Background: an optimization exercise with open tools, aiming at small area. Do not read the settings as production practice. Only simulation tests tie the RTL to the original design; equivalence was not proved. No driver is modelled on the clock port, so clocking that relies on it looks cheaper here than on a real chip. Power is estimated from default activity; no workload was simulated.

==> flow/design.v, too long to show whole: its modules and the start of the top module <==
// module dsp_a21oi: 3 lines
// module dsp_a222oi: 3 lines
// module dsp_a22o: 3 lines
// module dsp_a22oi: 3 lines
// module dsp_a2bb2o: 3 lines
// module dsp_and2: 3 lines
// module dsp_fa: 4 lines
// module dsp_inv: 3 lines
// module dsp_nand2: 3 lines
// module dsp_nor2: 3 lines
// module dsp_nor2b: 3 lines
// module dsp_o21ai: 3 lines
// module dsp_or2: 3 lines
// module dsp_xnor2: 3 lines
// module dsp_xor2: 3 lines
// module maindsp48a1: 1784 lines
module maindsp48a1 (
  input [17:0] A, B, D,
  input [47:0] C,
  input [17:0] BCIN,
  input [47:0] PCIN,
  input [7:0] OPMODE,
  input clk, CARRYIN,
  input RSTA, RSTB, RSTC, RSTCARRYIN, RSTD, RSTM, RSTOPMODE, RSTP,
  input CEA, CEB, CEM, CEP, CEC, CED, CECARRYIN, CEOPMODE,
  output [47:0] P,
  output [35:0] M,
  output CARRYOUT, CARRYOUTF,
  output [17:0] BCOUT,
  output [47:0] PCOUT
);
  // ...
==> flow/flow/run.sh <==
#!/bin/bash
# Own layout flow: the standard flow (standard.sh) with these changes:
#  - after synthesis (the standard Yosys run, unchanged), every combinational
#    cell that Yosys/ABC mapped to a drive strength above 1 is set back to the
#    smallest cell of its family (downsize.tcl); repair_design/repair_timing
#    upsize again where timing needs it;
#  - the port buffers that buffer_ports adds are buf_1 cells;
#  - CTS adds no dummy loads, and leaf clock buffers are clkbuf_8 where the
#    clock slew at their flip-flops allows (clkdown.tcl).
# ORFS writes each step's full log under orfs/logs; make's output goes to
# standard.log here.
set -uo pipefail
export POST_SYNTH_TCL="$PWD/flow/downsize.tcl"
export POST_CTS_TCL="$PWD/flow/clkdown.tcl"
export BUFFER_PORTS_ARGS="-buffer_cell sky130_fd_sc_hd__buf_1"
export CTS_ARGS="-sink_clustering_enable -repair_clock_nets -dont_use_dummy_load"
bash standard.sh > standard.log 2>&1
rc=$?
cp -r orfs/logs ./orfs_logs 2>/dev/null
exit $rc
==> flow/flow/clkdown.tcl <==
set limit 0.110
proc worst_sink_slew {inst} {
  set w 0
  foreach op [get_pins -of_objects $inst -filter "direction == output"] {
    set net [get_nets -of_objects $op]
    foreach p [get_pins -of_objects $net -filter "direction == input"] {
      foreach prop {slew_max_rise slew_max_fall} {
        set s [get_property $p $prop]
        if {$s > $w} { set w $s }
      }
    }
  }
  return $w
}
proc drives_flops {inst} {
  foreach op [get_pins -of_objects $inst -filter "direction == output"] {
    set net [get_nets -of_objects $op]
    foreach p [get_pins -of_objects $net -filter "direction == input"] {
      if {[string match "*df*" [get_property [get_cells -of_objects $p] ref_name]]} { return 1 }
    }
  }
  return 0
}
set n 0
foreach inst [get_cells -filter "ref_name == sky130_fd_sc_hd__clkbuf_16"] {
  if {![drives_flops $inst]} { continue }
  set before [worst_sink_slew $inst]
  replace_cell $inst sky130_fd_sc_hd__clkbuf_8
  set after [worst_sink_slew $inst]
  if {$after > $limit} {
    replace_cell $inst sky130_fd_sc_hd__clkbuf_16
    puts "clkdown.tcl: [get_full_name $inst] kept (slew $before -> $after)"
  } else {
    incr n
    puts "clkdown.tcl: [get_full_name $inst] set to clkbuf_8 (slew $before -> $after)"
  }
}
puts "clkdown.tcl: $n leaf clock buffers set to clkbuf_8"
==> flow/flow/downsize.tcl <==
# Set each combinational cell to the smallest drive strength of its family.
set db [ord::get_db]
set block [ord::get_db_block]
set n 0
foreach inst [$block getInsts] {
  set m [$inst getMaster]
  set name [$m getName]
  if {![regexp {^(sky130_fd_sc_hd__[a-z0-9]+)_([0-9]+)$} $name -> base sz]} { continue }
  if {[regexp {__(e?s?df|dl|buf|clkbuf|clkinv|conb|tap|fill|decap|diode)} $base]} { continue }
  set best $m
  set barea [expr {[$m getWidth] * [$m getHeight]}]
  foreach s {1 0} {
    set c [$db findMaster ${base}_$s]
    if {$c eq "NULL" || $c eq ""} { continue }
    set a [expr {[$c getWidth] * [$c getHeight]}]
    if {$a < $barea} { set best $c; set barea $a }
  }
  if {$best ne $m} {
    $inst swapMaster $best
    incr n
  }
}
puts "downsize.tcl: $n cells set to a smaller drive strength"
==> flow/standard.sh <==
#!/bin/bash
# synth_recipe.tcl (not shown) runs the flow's synth.tcl, then flattens the netlist and writes it again
# the make line also repeats each setting of config.mk as NAME=value (left out here)
make -C /OpenROAD-flow-scripts/flow DESIGN_CONFIG=/design/flow/config.mk WORK_HOME=/design/flow/orfs CLKGATE_MAP_FILE= SYNTH_SCRIPT=/design/flow/synth_recipe.tcl "${@:-finish}"
==> flow/config.mk <==
export PLATFORM = sky130hd
export DESIGN_NAME = maindsp48a1
export DESIGN_NICKNAME = maindsp48a1
export VERILOG_FILES = /design/flow/design.v
export SDC_FILE = /design/flow/constraint.sdc
export NUM_CORES = 4
export LEC_CHECK = 0
export CAP_MARGIN = 20
export CORE_MARGIN = 2
export CORE_UTILIZATION = 40
export GPL_TIMING_DRIVEN = 0
export SLEW_MARGIN = 20
export SYNTH_HIERARCHICAL = 1
==> flow/constraint.sdc <==
create_clock -name core_clock -period 7.0 [get_ports {clk}]
set_input_delay 1.4000 -clock core_clock [delete_from_list [all_inputs] [get_ports {clk}]]
set_output_delay 1.4000 -clock core_clock [all_outputs]
set_load 0.01 [all_outputs]
==> results.json, run 1 <==
{
  "crit_family": "adder cells",
  "crit_path_end_kind": "register",
  "r2r_slack_ps": 260,
  "min_period_ps": 6740,
  "status": "timing/DRC/antenna clean",
  "whs_ps": 477,
  "clock_buffers": 17,
  "power_leader": "combinational cells",
  "clkTransAtPathRegs_ps": 80,
  "wl_met2_mm": 26.5,
  "power_density_nw_per_um2": 327,
  "power_leakage_uw": 0.00656,
  "path_cells": "and2_4 -> buf_12 -> a222oi_1 -> xor2_1 -> fa_1 -> fa_1 -> fa_1 -> fa_1 -> fa_1 -> fa_1 -> fa_1 -> fa_1 -> inv_1 -> a21oi_1 -> o21ai_2 -> a21oi_2 -> o21ai_4 -> inv_1 -> o21ai_4 -> a21oi_1 -> o21ai_2 -> a21oi_1 -> xnor2_1 -> a22o_1",
  "setup_tns_ps": 0,
  "multi_input_area_um2": 12700,
  "hpwl_mm": 41.5,
  "fp.dieW_um": 209,
  "crit_type": "reg2reg",
  "worst-r2r-cell-count": 24,
  "nNonClkBuffers": 424,
  "max_cap_viol_count": 0,
  "ios": 346,
  "p_clk_share_pct": 10.3,
  "initial_core_util_pct": 40.3,
  "final_cell_area_um2": 20000,
  "cts_tree": "done",
  "p_sw_uw": 3070,
  "final-setup-viol-count": 0,
  "relSlewSlack_pct": 25.7,
  "layout_common_cells": "xor2_1 (340), buf_1 (326), dfxtp_1 (180), a22o_1 (169), a22oi_1 (165)",
  "worstMarginPinSlew_ps": 1110,
  "cts.sinks": 196,
  "portBuffers": 326,
  "post-place-cells": 2566,
  "layout_commonest_cell": "xor2_1",
  "hold_depth": 1,
  "finalClockSkew_ps": 32.9,
  "area_share_nonclk_buffers_pct": 11.6
}
==> run 2, diff against run 1 <==
--- a/flow/config.mk
+++ b/flow/config.mk
@@ -8,6 +8,5 @@
 export CAP_MARGIN = 20
 export CORE_MARGIN = 2
 export CORE_UTILIZATION = 40
-export GPL_TIMING_DRIVEN = 0
 export SLEW_MARGIN = 20
 export SYNTH_HIERARCHICAL = 1
==> run 2 against run 1 <==
Net effect: clock skew increased by 0.90 ps; power fell by 1.6%; clock-buffer cell count unchanged; global-route usage grew 0.56 points; cell count decreased by 0.69%; via count down 0.52%; synthesized cell count is the same; fmax increased by 0.71%; non-clock buffer count down 17; setup slack better by 47 ps; largest power group unchanged.
==> results.json, run 2 <==
{
  "path_max_fanout": 4,
  "antenna_found_initial": 0,
  "final_cell_area_um2": 19300,
  "crit_buf_inv": 6,
  "final_cells": 2585,
  "num-nets-final": 2406,
  "start_kind": "primary input",
  "wl_per_cell_um": 22.1,
  "power_frac_comb_pct": 68.1,
  "syn_inst": 1671,
  "p_sw_uw": 3040,
  "cts.sinks": 196,
  "crit_type": "in2reg",
  "crit_path_end_kind": "register",
  "ant_nets": 0,
  "layout-drive-gt1-share_pct": 5.62,
  "die_area_um2": 43600,
  "portBuffers": 326,
  "crit_family": "adder cells",
  "clkLatencyLatePin_ps": 460,
  "period_share_pct": 95.6,
  "power_density_nw_per_um2": 334,
  "viasPerCell": 5.89,
  "layout_commonest_cell": "xor2_1",
  "relSlewSlack_pct": 48.0,
  "path_depth": 24,
  "final-setup-viol-count": 0,
  "critPathSlowestCell": "fa_1",
  "finalMaxSlewViolations": 0,
  "clock.fmax_mhz": 149,
  "max_cap_viol_count": 0,
  "rsz0062_at_grt": "no",
  "drc": 0,
  "firstDrtPassIters": 6,
  "ir_drop_v": 0.000319,
  "core_um2": 41700,
  "hpwl_mm": 41.2,
  "dr_total_vias": 15200,
  "max_stage_delay_ps": 450,
  "clkTransAtPathRegs_ps": 80,
  "netlist_area_um2": 16800,
  "p_total_uw": 6450,
  "grt_pass1_vias": 15400,
  "initial_core_util_pct": 40.3,
  "status": "timing/DRC/antenna clean",
  "hp-class": "reg2reg",
  "p_clk_share_pct": 10.1,
  "grt_max_degree": 49,
  "hold_viol": 0,
  "largestRegisters": "c_q (48), p_q (48), m_q (36)",
  "finalClockSkew_ps": 33.8,
  "wirelength_mm": 57.1,
  "switching_share_pct": 47.1,
  "syn-num-nets": 2029,
  "cts_tree": "done",
  "worstPathArrival_ps": 7030,
  "path_common_cell": "fa_1",
  "layout_common_cells": "xor2_1 (347), buf_1 (326), dfxtp_1 (193), a22o_1 (169), a22oi_1 (165)",
  "p_int_uw": 3410,
  "drtIter0Drc": 1502,
  "power_leakage_uw": 0.00630,
  "path_cells": "buf_1 -> a222oi_1 -> fa_1 -> fa_1 -> fa_1 -> fa_1 -> fa_1 -> fa_1 -> fa_1 -> fa_1 -> inv_1 -> a21oi_1 -> o21ai_1 -> a21oi_1 -> o21ai_1 -> buf_4 -> inv_1 -> o21ai_1 -> buf_4 -> inv_1 -> o21ai_1 -> a21oi_1 -> xnor2_1 -> a22o_1",
  "antenna_cells": 0,
  "worstMarginPinSlew_ps": 778,
  "hold_depth": 1,
  "p_seq_share_pct": 21.8,
  "synth_warnings": 7,
  "num_rows": 75,
  "grt_overflow_total": 0,
  "post-place-cells": 2567,
  "die_h_um": 209,
  "grt_pass1_wl_mm": 88.9,
  "worst-r2r-cell-count": 25,
  "avgSynthCellArea_um2": 10.0,
  "min_period_ps": 6690,
  "gp_congestion": 0.936,
  "ios": 346,
  "worst_ep_required_time_ps": 7330,
  "whs_ps": 475,
  "track_usage_pct": 26.2,
  "place_area_um2": 19000,
  "area_growth_syn_to_layout_pct": 14.9,
  "fp.dieW_um": 209
}
==> run 2: final timing paths <==
path | startpoint | endpoint | slack [ps]
worst min register to register | c_q[24]$_DFF_P_ | c_q[24]$_DFF_P_ | 480
worst min-delay path | c_q[24]$_DFF_P_ | c_q[24]$_DFF_P_ | 480
worst max-delay path | PCIN[0] | p_q[34]$_DFF_P_ | 310
worst max register to register | opr_q[0]$_DFF_P_ | p_q[34]$_DFF_P_ | 350
==> run 2: layer usage <==
layer,up-vias,GRT usage [%],part of all wire (%)
met3,97,5.18,7.8
li1,6920,-,-
met5,-,0,0
met1,7488,33.2,42
met2,710,42.9,47
met4,0,12.9,3.8
==> run 2: power groups by stage <==
stage / combinational (µW) / sequential [µW] / clock (µW)
final: 4390 / 1410 / 650
after global routing: 4900 / 1420 / 718
after detailed placement: 4370 / 1430 / 0
after global placement: 4290 / 1430 / 0
after floorplan: 3320 / 1470 / 0
==> run 2: cell type report <==
cell class	count	area, µm²
Fill cell	4100	22400
Multi-Input combinational cell	1399	12500
Tap cell	539	674
Clock buffer	17	268
Timing Repair Buffer	407	1840
Sequential cell	196	3930
Inverter	27	101
==> run 2: metrics by stage <==
stage | setup slack [ps] | TNS (ps) | utilization [%]
3_3_place_gp | -9.61 | -9.61 | 45.6
2_1_floorplan | 35.3 | 0 | -
3_5_place_dp | -6.81 | -6.81 | 45.6
6_report | 306 | 0 | 46.3
5_1_grt | 45.5 | 0 | 46.3
==> run 2: worst register-to-register path, delay by kind of cell (launching register included) <==
family / cells / cell delay (ps)
AOI/OAI and AO/OA: 9 / 1790
and+or+nand+nor: 1 / 240
xor gates and xnor gates: 2 / 280
adders and majority gates: 8 / 3300
DFF: 1 / 390
buffers and inverters: 5 / 540
==> run 3, diff against run 2 <==
--- a/flow/flow/run.sh
+++ b/flow/flow/run.sh
@@ -6,13 +6,15 @@
 #    upsize again where timing needs it;
 #  - the port buffers that buffer_ports adds are buf_1 cells;
 #  - CTS adds no dummy loads, and leaf clock buffers are clkbuf_8 where the
-#    clock slew at their flip-flops allows (clkdown.tcl).
+#    clock slew at their flip-flops allows (clkdown.tcl);
+#  - timing-driven global placement does not keep its buffering (GPL_KEEP_OVERFLOW=0).
 # ORFS writes each step's full log under orfs/logs; make's output goes to
 # standard.log here.
 set -uo pipefail
 export POST_SYNTH_TCL="$PWD/flow/downsize.tcl"
 export POST_CTS_TCL="$PWD/flow/clkdown.tcl"
 export BUFFER_PORTS_ARGS="-buffer_cell sky130_fd_sc_hd__buf_1"
+export GPL_KEEP_OVERFLOW=0
 export CTS_ARGS="-sink_clustering_enable -repair_clock_nets -dont_use_dummy_load"
 bash standard.sh > standard.log 2>&1
 rc=$?
==> run 3 against run 2 <==
Net effect: first-iteration DRC count shrank 13%; still clean on timing, DRC and antenna; clock-buffer cell count is the same; synthesized cell count is the same; via count shrank 0.21%; setup slack lost 90 ps; critical path depth shrank 1; sequential power grew 5%; power grew 0.81%; non-clock buffer count shrank 36; fmax shrank 1.3%; flip-flop and latch count is the same.
==> results.json, run 3 <==
{
  "layout_commonest_cell": "xor2_1",
  "min_period_ps": 6780,
  "clkTransAtPathRegs_ps": 100,
  "start_kind": "register",
  "relSlewSlack_pct": 23.7,
  "antenna_found_initial": 0,
  "worst-r2r-cell-count": 23,
  "finalMaxSlewViolations": 0,
  "avgSynthCellArea_um2": 10.0,
  "crit_path_end_kind": "register",
  "layout_common_cells": "xor2_1 (340), buf_1 (326), dfxtp_1 (178), a22o_1 (169), a22oi_1 (165)",
  "num_rows": 75,
  "die_area_um2": 43600,
  "fp.dieW_um": 209,
  "drc": 0,
  "min_to": "c_q[16]$_DFF_P_",
  "max_cap_viol_count": 0,
  "ios": 346,
  "worstPathArrival_ps": 7140,
  "initial_core_util_pct": 40.3,
  "grt_max_degree": 34,
  "power_density_nw_per_um2": 331,
  "worst_ep_required_time_ps": 7350,
  "ant_nets": 0,
  "hold_depth": 1,
  "cts.sinks": 196,
  "grt_pass1_wl_mm": 87.4,
  "grt_pass1_vias": 15500,
  "viasPerCell": 5.95,
  "finalClockSkew_ps": 50.3,
  "clkLatencyLatePin_ps": 460,
  "netlist_area_um2": 16800,
  "hold_viol": 0,
  "r2r-start": "opr_q[2]$_DFF_P_",
  "final_cell_area_um2": 19600,
  "rsz0062_at_grt": "yes",
  "num-nets-final": 2372,
  "hpwl_mm": 41.5,
  "area_growth_syn_to_layout_pct": 16.9,
  "synth_warnings": 7,
  "clock.fmax_mhz": 147,
  "drtIter0Drc": 1312,
  "power_leakage_uw": 0.00628,
  "core_um2": 41700,
  "path_max_fanout": 30,
  "die_h_um": 209,
  "gp_congestion": 0.868,
  "final-setup-viol-count": 0,
  "worstMarginPinSlew_ps": 1140,
  "track_usage_pct": 25.7,
  "final_core_util_pct": 47.1,
  "ir_drop_v": 0.000404,
  "portBuffers": 326,
  "syn_inst": 1671,
  "wl_per_cell_um": 22.0,
  "cts_tree": "done",
  "grt_overflow_total": 0,
  "worst_r2r_endpoint": "p_q[38]$_DFF_P_",
  "dr_total_vias": 15200,
  "layout-drive-gt1-share_pct": 6.41,
  "hp-class": "reg2reg",
  "period_share_pct": 96.9,
  "antenna_cells": 0,
  "wirelength_mm": 56.2,
  "r2r_slack_ps": 220,
  "hp-start": "c_q[16]$_DFF_P_",
  "firstDrtPassIters": 8,
  "syn-num-nets": 2029,
  "crit_type": "reg2reg",
  "largestRegisters": "c_q (48), p_q (48), m_q (36)",
  "status": "timing/DRC/antenna clean",
  "place_area_um2": 19100
}
[run 3: per-layer routing]
layer	vias to the layer above	global-route usage [%]	routed length [µm]
met4	0	10.3	1560
met3	89	5.58	4220
met5	-	0	0
met1	7594	33.2	23800
li1	6845	-	-
met2	655	41.9	26600
[run 3: through the flow]
step	std cells	power (µW)	setup slack (ps)	hold slack (ps)	setup TNS, ps
2_1_floorplan	1671	4780	35.3	439	0
3_3_place_gp	2487	5620	-2030	452	-72180
3_5_place_dp	2517	5780	-914	452	-17340
5_1_grt	2551	7110	-30.8	492	-62.2
6_report	2551	6500	215	477	0
[run 3: final cells by class]
class,count,area (µm²)
Inverter,27,101
Clock buffer,17,268
Sequential cell,196,3960
Fill cell,4047,22000
Timing Repair Buffer,371,1920
Multi-Input combinational cell,1401,12700
Tap cell,539,674
[run 3: how the worst max path moves through the flow]
stage	endpoint	start	cells past startpoint	slack [ps]
2_1_floorplan	p_q[38]$_DFF_P_	opr_q[1]$_DFF_P_	23	40
3_3_place_gp	m_q[35]$_DFF_P_	b1_q[11]$_DFF_P_	19	-2030
3_5_place_dp	m_q[35]$_DFF_P_	b1_q[1]$_DFF_P_	23	-910
5_1_grt	m_q[35]$_DFF_P_	b1_q[1]$_DFF_P_	23	-30
6_report	p_q[38]$_DFF_P_	opr_q[2]$_DFF_P_	23	220
[run 3: worst max-delay path: stages, from the launching register on]
cell and delay, ps:
dfxtp_1 430, and2_2 500, buf_12 250, a222oi_1 140, fa_1 470, fa_1 410, fa_1 410, fa_1 410
fa_1 410, fa_1 410, fa_1 420, fa_1 430, inv_1 70, a21oi_1 120, o21ai_2 280, a21oi_4 140
o21ai_4 310, inv_2 100, o21ai_4 180, a21oi_1 150, o21ai_2 180, a21oi_1 100, xnor2_1 130, a22o_1 210
[run 3: power by group]
| part | internal (µW) | total [µW] | switching (µW) |
|---|---|---|---|
| clock | 254 | 651 | 397 |
| sequential | 1260 | 1480 | 220 |
| combinational | 1910 | 4370 | 2460 |
| total | 3420 | 6500 | 3080 |

-- what the ideal ports hide --
How much do the figures lean on ideal ports? The routed layouts below were timed once more, with nothing changed but the port constraints. Step 1, drivers: a clkbuf_16 drives clk and a buf_2 each remaining input, both assumed. Step 2 adds t to the input delays and takes it off the output delays; t is the mean of the earliest and latest rising clock arrival at the registers after step 1. Input paths then give back, and output paths get back, about the clock's delay inside the block. Slacks: ideal / step 1 / step 2; pairs: ideal / step 1.
run	shift t [ns]	slack for setup (ns)	worst register clock-pin slew, ns	worst data-port slew with drivers (ns)
run 1	0.506	0.258 / 0.258 / -0.170	0.10 / 0.10	0.08
run 2	0.492	0.306 / 0.335 / -0.157	0.11 / 0.11	0.06
run 3	0.491	0.215 / 0.215 / -0.011	0.10 / 0.10	0.05
With both steps, setup timing fails in every run listed, where it was met with ideal ports. The setup slack of run 2, which loses most, moves by +0.029 ns with the drivers and by -0.463 ns with both steps.
